Context: an optimization exercise on an open-source flow, tuned for small area, a short achievable clock period and few clock cycles. The choices shown serve that exercise and are no tape-out recipe.
Function was checked by simulation only, so behaviour that the tests miss may differ from the original.
Power and IR drop assume default switching activity.

== oak ==
// systolic_mm
module systolic_mm (
    input clk,
    input rst_n,
    input in_valid,
    input in_last,
    input [55:0] a_col,
    input [55:0] b_row,
    output reg out_valid,
    output reg [55:0] out_data
);
Size: ~14000 cells after synthesis, about 170 I/O pins, roughly 160000 um2 of cells after synthesis.
==> flow/config.mk <==
export PLATFORM = sky130hd
export DESIGN_NAME = systolic_mm
export DESIGN_NICKNAME = systolic_mm
export VERILOG_FILES = /design/flow/design.v
export SDC_FILE = /design/flow/constraint.sdc
export NUM_CORES = 4
export LEC_CHECK = 0
export ABC_CLOCK_PERIOD_IN_PS = 3000
export CAP_MARGIN = 20
export CORE_MARGIN = 2
export CORE_UTILIZATION = 50
export SETUP_SLACK_MARGIN = 4.25
export SLEW_MARGIN = 20
export SYNTH_HIERARCHICAL = 1
export SYNTH_MINIMUM_KEEP_SIZE = 0
==> flow/constraint.sdc <==
create_clock -name core_clock -period 7.5 [get_ports {clk}]
set_input_delay 1.5000 -clock core_clock [delete_from_list [all_inputs] [get_ports {clk}]]
set_output_delay 1.5000 -clock core_clock [all_outputs]
set_load 0.01 [all_outputs]
standard.sh (not shown) runs the stock make flow with config.mk's settings and CLKGATE_MAP_FILE= SYNTH_SCRIPT=/design/flow/synth_recipe.tcl, a recipe that flattens the netlist after the stock synthesis.
==> flow/flow/run.sh <==
#!/bin/bash
set -euo pipefail
export BUFFER_PORTS_ARGS="-buffer_cell sky130_fd_sc_hd__buf_4"
bash standard.sh finish > standard_flow.log 2>&1
oak completed every stage of the flow, and the final layout passed the timing, DRC and antenna checks.
Testbench counts of oak, summed over its fixed seeds: cycles 6,216.
Modified inputs, pine compared to oak
# oak
export LEC_CHECK = 0
export ABC_CLOCK_PERIOD_IN_PS = 3000
export CAP_MARGIN = 20
export CORE_MARGIN = 2
export CORE_UTILIZATION = 50
export SETUP_SLACK_MARGIN = 4.25
export SLEW_MARGIN = 20
export SYNTH_HIERARCHICAL = 1
export SYNTH_MINIMUM_KEEP_SIZE = 0
create_clock -name core_clock -period 7.5 [get_ports {clk}]
# pine
export LEC_CHECK = 0
export ABC_CLOCK_PERIOD_IN_PS = 3000
export CAP_MARGIN = 20
export CORE_MARGIN = 2
export CORE_UTILIZATION = 60
export CTS_CLUSTER_DIAMETER = 80
export CTS_CLUSTER_SIZE = 30
export PLACE_DENSITY = 0.68
export SETUP_SLACK_MARGIN = 4.4
export SLEW_MARGIN = 20
export SYNTH_HIERARCHICAL = 1
export SYNTH_MINIMUM_KEEP_SIZE = 0
create_clock -name core_clock -period 7.5 [get_ports {clk}]
--- outcome ---
Combinational power is higher on pine. Higher share of power burned in combinational logic goes to pine over oak. Core area sits lower in pine than in oak. Total power of pine is lower than that of oak. Sort oak and pine by post-route core utilization desc -> top: pine. For oak, the end point of the critical path was g_red[3].u_red.x_r[11]$_DFF_P_, unlike pine, where it was g_red[3].u_red.x_r[22]$_DFF_P_.
Here is what was changed in the inputs of birch compared with pine.
# pine
export LEC_CHECK = 0
export ABC_CLOCK_PERIOD_IN_PS = 3000
export CAP_MARGIN = 20
export CORE_MARGIN = 2
export CORE_UTILIZATION = 60
export CTS_CLUSTER_DIAMETER = 80
export CTS_CLUSTER_SIZE = 30
export PLACE_DENSITY = 0.68
export SETUP_SLACK_MARGIN = 4.4
export SLEW_MARGIN = 20
export SYNTH_HIERARCHICAL = 1
export SYNTH_MINIMUM_KEEP_SIZE = 0
create_clock -name core_clock -period 7.5 [get_ports {clk}]
# birch
export LEC_CHECK = 0
export ABC_CLOCK_PERIOD_IN_PS = 3000
export CAP_MARGIN = 20
export CORE_MARGIN = 2
export CORE_UTILIZATION = 50
export CTS_CLUSTER_DIAMETER = 80
export CTS_CLUSTER_SIZE = 30
export SETUP_SLACK_MARGIN = 4.5
export SLEW_MARGIN = 20
export SYNTH_HIERARCHICAL = 1
export SYNTH_MINIMUM_KEEP_SIZE = 0
create_clock -name core_clock -period 7.5 [get_ports {clk}]
Results
Switching share of power across pine and birch: no real change.
Clock tree buffer depth was higher in birch than in pine.
Summary of the comparison: final hold slack is higher in birch, relative to pine.
Endpoint required time on the critical path for birch is higher than for pine.
Clock tree buffer count of the final layout delta for birch relative to pine: 5 higher

---

Setup of job 5677:
Starting RTL as in the previous note.
// systolic_mm
module systolic_mm (
    input clk,
    input rst_n,
    input in_valid,
    input in_last,
    input [55:0] a_col,
    input [55:0] b_row,
    output reg out_valid,
    output reg [55:0] out_data
);
function [20:0] booth_enc;
    input [13:0] a;
    reg [13:0] s;
    reg [14:0] x;
    integer k;
    begin
        s = a[13] ? a + 14'd4095 : a;     
        x = {s, 1'b0};
        for (k = 0; k < 7; k = k + 1) begin
            booth_enc[k]      = x[2*k+2];                                    
            booth_enc[7 + k]  = x[2*k+1] ^ x[2*k];                           
            booth_enc[14 + k] = (x[2*k+2] & ~x[2*k+1] & ~x[2*k]) |
                                (~x[2*k+2] & x[2*k+1] & x[2*k]);             
        end
    end
endfunction
wire [55:0] a_in = in_valid ? a_col : 56'd0;
wire [20:0] e0_d0a, e1_d1a, e2_d2a, e3_d3a, e0_d0b, e1_d1b, e2_d2b, e3_d3b;
wire [20:0] enc0 = booth_enc(a_in[13:0]);
wire [20:0] enc1 = booth_enc(a1_d0);
wire [20:0] enc2 = booth_enc(a2_d1);
wire [20:0] enc3 = booth_enc(a3_d2);
flag_reg #(.W(21)) u_e0_d0a (.clk(clk), .d(enc0), .q(e0_d0a));
flag_reg #(.W(21)) u_e0_d0b (.clk(clk), .d(enc0), .q(e0_d0b));
flag_reg #(.W(21)) u_e1_d1a (.clk(clk), .d(enc1), .q(e1_d1a));
flag_reg #(.W(21)) u_e1_d1b (.clk(clk), .d(enc1), .q(e1_d1b));
flag_reg #(.W(21)) u_e2_d2a (.clk(clk), .d(enc2), .q(e2_d2a));
flag_reg #(.W(21)) u_e2_d2b (.clk(clk), .d(enc2), .q(e2_d2b));
flag_reg #(.W(21)) u_e3_d3a (.clk(clk), .d(enc3), .q(e3_d3a));
flag_reg #(.W(21)) u_e3_d3b (.clk(clk), .d(enc3), .q(e3_d3b));
reg  [13:0] a1_d0, a2_d0, a2_d1, a3_d0, a3_d1, a3_d2;    
reg  [55:0] b_d0, b_d1, b_d2, b_d3;        
reg         in_tile;        
reg  [3:0]  st_d;           
reg  [3:0]  ls_d;           
reg  [3:0]  rv;             
always @(posedge clk) begin
    a1_d0 <= a_in[27:14];
    a2_d0 <= a_in[41:28];
  ...
==> flow/config.mk <==
export PLATFORM = sky130hd
export DESIGN_NAME = systolic_mm
export DESIGN_NICKNAME = systolic_mm
export VERILOG_FILES = /design/flow/design.v
export SDC_FILE = /design/flow/constraint.sdc
export NUM_CORES = 4
export LEC_CHECK = 0
export ABC_CLOCK_PERIOD_IN_PS = 3000
export CAP_MARGIN = 20
export CORE_MARGIN = 2
export CORE_UTILIZATION = 55
export CTS_CLUSTER_DIAMETER = 80
export CTS_CLUSTER_SIZE = 30
export PLACE_DENSITY = 0.64
export SETUP_SLACK_MARGIN = 4.45
export SLEW_MARGIN = 20
export SYNTH_HIERARCHICAL = 1
export SYNTH_MINIMUM_KEEP_SIZE = 0
==> flow/constraint.sdc <==
create_clock -name core_clock -period 7.5 [get_ports {clk}]
set_input_delay 1.5000 -clock core_clock [delete_from_list [all_inputs] [get_ports {clk}]]
set_output_delay 1.5000 -clock core_clock [all_outputs]
set_load 0.01 [all_outputs]
Scripts as last shown in full above: flow/flow/run.sh
Testbench counts of job 5677, summed over its fixed seeds: cycles 6,216.
Edits applied to the flow inputs when going from job 5677 to job 9850:
-- flow/config.mk --
<<< job 5677, line 10
export CORE_MARGIN = 2
export CORE_UTILIZATION = 55
export CTS_CLUSTER_DIAMETER = 80
export CTS_CLUSTER_SIZE = 30
export PLACE_DENSITY = 0.64
export SETUP_SLACK_MARGIN = 4.45
export SLEW_MARGIN = 20
>>> job 9850, line 10
export CORE_MARGIN = 2
export CORE_UTILIZATION = 60
export CTS_CLUSTER_DIAMETER = 80
export CTS_CLUSTER_SIZE = 30
export PLACE_DENSITY = 0.68
export SETUP_SLACK_MARGIN = 4.35
export SLEW_MARGIN = 20
## What came out
Job 9850 vs job 5677: design area down by a few percent
Relative to job 5677, the final-layout clock buffer total measured on job 9850 has decreased by a few percent.
Relative area change from synthesis to final layout: job 9850 vs job 5677 down 3.8 points
Core utilization: job 9850 higher than job 5677
From job 5677 to job 9850 the numbers moved as follows: setup slack shows a reduction of 0.021 ns, maximum single-stage delay on the critical path shows a reduction of 0.13 ns, maximum frequency shows a reduction of 0.66%, clock skew shows a reduction of 0.035 ns, proportion of power drawn by flip-flops and latches shows no meaningful change.
### job 9850 -> job 4758
-- flow/config.mk --
<<< job 9850, line 10
export CORE_MARGIN = 2
export CORE_UTILIZATION = 60
export CTS_CLUSTER_DIAMETER = 80
export CTS_CLUSTER_SIZE = 30
export PLACE_DENSITY = 0.68
export SETUP_SLACK_MARGIN = 4.35
export SLEW_MARGIN = 20
>>> job 4758, line 10
export CORE_MARGIN = 2
export CORE_UTILIZATION = 65
export CTS_CLUSTER_DIAMETER = 80
export CTS_CLUSTER_SIZE = 30
export PLACE_DENSITY = 0.72
export SETUP_SLACK_MARGIN = 4.4
export SLEW_MARGIN = 20
[summary]
Diff job 9850 -> job 4758: antenna cell count now sits higher, height of the chip now sits lower, worst hold slack now sits higher, power now sits higher.
[diff] worst max-slew margin expressed relative to the limit, job 4758 relative to job 9850: regression
| setup slack of the most critical reg-to-reg path | job 4758 vs job 9850 | worse |
Going from job 9850 to job 4758, post-layout minimum cycle time grew by 0.11 ns; non-clock inverter count in the final layout held steady; fmax shrank by 3.5%.
## Diff of input files: job 5598 against job 4758
==> flow/run.sh (new file) <==
#!/bin/bash
# synth_recipe.tcl (not shown) runs the flow's synth.tcl, then flattens the netlist and writes it again
# the make line also repeats each setting of config.mk as NAME=value (left out here)
make -C /OpenROAD-flow-scripts/flow DESIGN_CONFIG=/design/flow/config.mk WORK_HOME=/design/flow/orfs CLKGATE_MAP_FILE= SYNTH_SCRIPT=/design/flow/synth_recipe.tcl finish
-- flow/config.mk --
<<< job 4758, line 10
export CORE_MARGIN = 2
export CORE_UTILIZATION = 65
export CTS_CLUSTER_DIAMETER = 80
export CTS_CLUSTER_SIZE = 30
export PLACE_DENSITY = 0.72
export SETUP_SLACK_MARGIN = 4.4
export SLEW_MARGIN = 20
>>> job 5598, line 10
export CORE_MARGIN = 2
export CORE_UTILIZATION = 50
export SETUP_SLACK_MARGIN = 4.25
export SLEW_MARGIN = 20
removed: flow/flow/run.sh
removed: flow/standard.sh
## What came out
Job 5598 | status: complete | timing, DRC, antenna: pass
In job 5598, the register share of the cell area came out 0.49 points below the value in job 4758.
Delta (job 5598 minus job 4758): routed wire length down 9100 um, minimum clock period up 0.062 ns.
### job 5598 -> job 3033
==> flow/flow/run.sh (new file) <==
#!/bin/bash
set -euo pipefail
export BUFFER_PORTS_ARGS="-buffer_cell sky130_fd_sc_hd__buf_4"
bash standard.sh finish > standard_flow.log 2>&1
==> flow/standard.sh (new file) <==
#!/bin/bash
# synth_recipe.tcl (not shown) runs the flow's synth.tcl, then flattens the netlist and writes it again
# the make line also repeats each setting of config.mk as NAME=value (left out here)
make -C /OpenROAD-flow-scripts/flow DESIGN_CONFIG=/design/flow/config.mk WORK_HOME=/design/flow/orfs CLKGATE_MAP_FILE= SYNTH_SCRIPT=/design/flow/synth_recipe.tcl "${@:-finish}"
-- flow/config.mk --
<<< job 5598, line 11
export CORE_UTILIZATION = 50
export SETUP_SLACK_MARGIN = 4.25
export SLEW_MARGIN = 20
>>> job 3033, line 11
export CORE_UTILIZATION = 50
export CTS_CLUSTER_DIAMETER = 80
export CTS_CLUSTER_SIZE = 30
export SETUP_SLACK_MARGIN = 4.45
export SLEW_MARGIN = 20
removed: flow/run.sh
Results
Between job 5598 and job 3033, the met2 track demand over resource is lower for job 5598. Job 3033 consumes less power than job 5598 does. Measured against each other, job 5598 and job 3033 differ in post-route worst setup slack, the higher figure coming from job 3033. Between job 5598 and job 3033, via count increased. Job 3033 vs job 5598: power share of the clock group down in job 3033.
--- input diff job 3033..job 1047 ---
-- flow/config.mk --
<<< job 3033, line 10
export CORE_MARGIN = 2
export CORE_UTILIZATION = 50
export CTS_CLUSTER_DIAMETER = 80
export CTS_CLUSTER_SIZE = 30
export SETUP_SLACK_MARGIN = 4.45
>>> job 1047, line 10
export CORE_MARGIN = 2
export CORE_UTILIZATION = 70
export CTS_CLUSTER_DIAMETER = 80
export CTS_CLUSTER_SIZE = 30
export PLACE_DENSITY = 0.78
export SETUP_SLACK_MARGIN = 4.45
On setup slack, job 3033 beats job 1047. Number of clock buffers inserted by TritonCTS (lower): job 1047. Post-route minimum period for job 1047 is higher than for job 3033. On job 1047: overall power after layout is 0.43% lower than what job 3033 gave. Antenna diode instance count was lower in job 3033 than in job 1047. Job 1047 completed; timing, DRC and antenna clean.

## static timing again, ports no longer ideal
In the flow no input, the clock included, has a driving cell. The finished layouts below were timed again as built, in two steps. Step 1: set_driving_cell puts a clkbuf_16 on clk and a buf_2 on each other input, an assumption about the parent block. Step 2, shift: input delay + t, output delay - t, t = (earliest + latest rising clock arrival at the registers) / 2. This alone moves slack from input paths to output paths. a / b / c = ideal / step 1 / step 2; a / b = the first two.
run	t (ns)	setup WS [ns]	worst setup path after step 2	clock arrival spread, ns	slew at the worst register clock pin (ns)
oak	1.014	4.201 / 4.201 / 3.876	input to register	0.088 / 0.088	0.07 / 0.07
pine	0.946	4.383 / 4.383 / 4.028	input to register	0.059 / 0.059	0.12 / 0.12
birch	0.974	4.386 / 4.386 / 4.106	input to register	0.087 / 0.086	0.11 / 0.11
job 5677	0.982	4.385 / 4.350 / 4.010	input to register	0.085 / 0.085	0.12 / 0.12
job 9850	0.964	4.365 / 4.365 / 3.820	input to register	0.052 / 0.052	0.11 / 0.11
job 4758	0.949	4.251 / 4.251 / 3.989	input to register	0.047 / 0.047	0.12 / 0.12
job 5598	1.014	4.189 / 4.189 / 3.436	input to register	0.079 / 0.078	0.07 / 0.07
job 3033	0.985	4.369 / 4.369 / 4.108	input to register	0.064 / 0.063	0.12 / 0.12
job 1047	0.945	4.348 / 4.348 / 3.961	input to register	0.063 / 0.063	0.12 / 0.12
After both steps every run listed still meets setup and hold. For job 5598, which loses most, drivers alone change the setup slack by 0.000 ns; drivers and shift together by -0.753 ns.
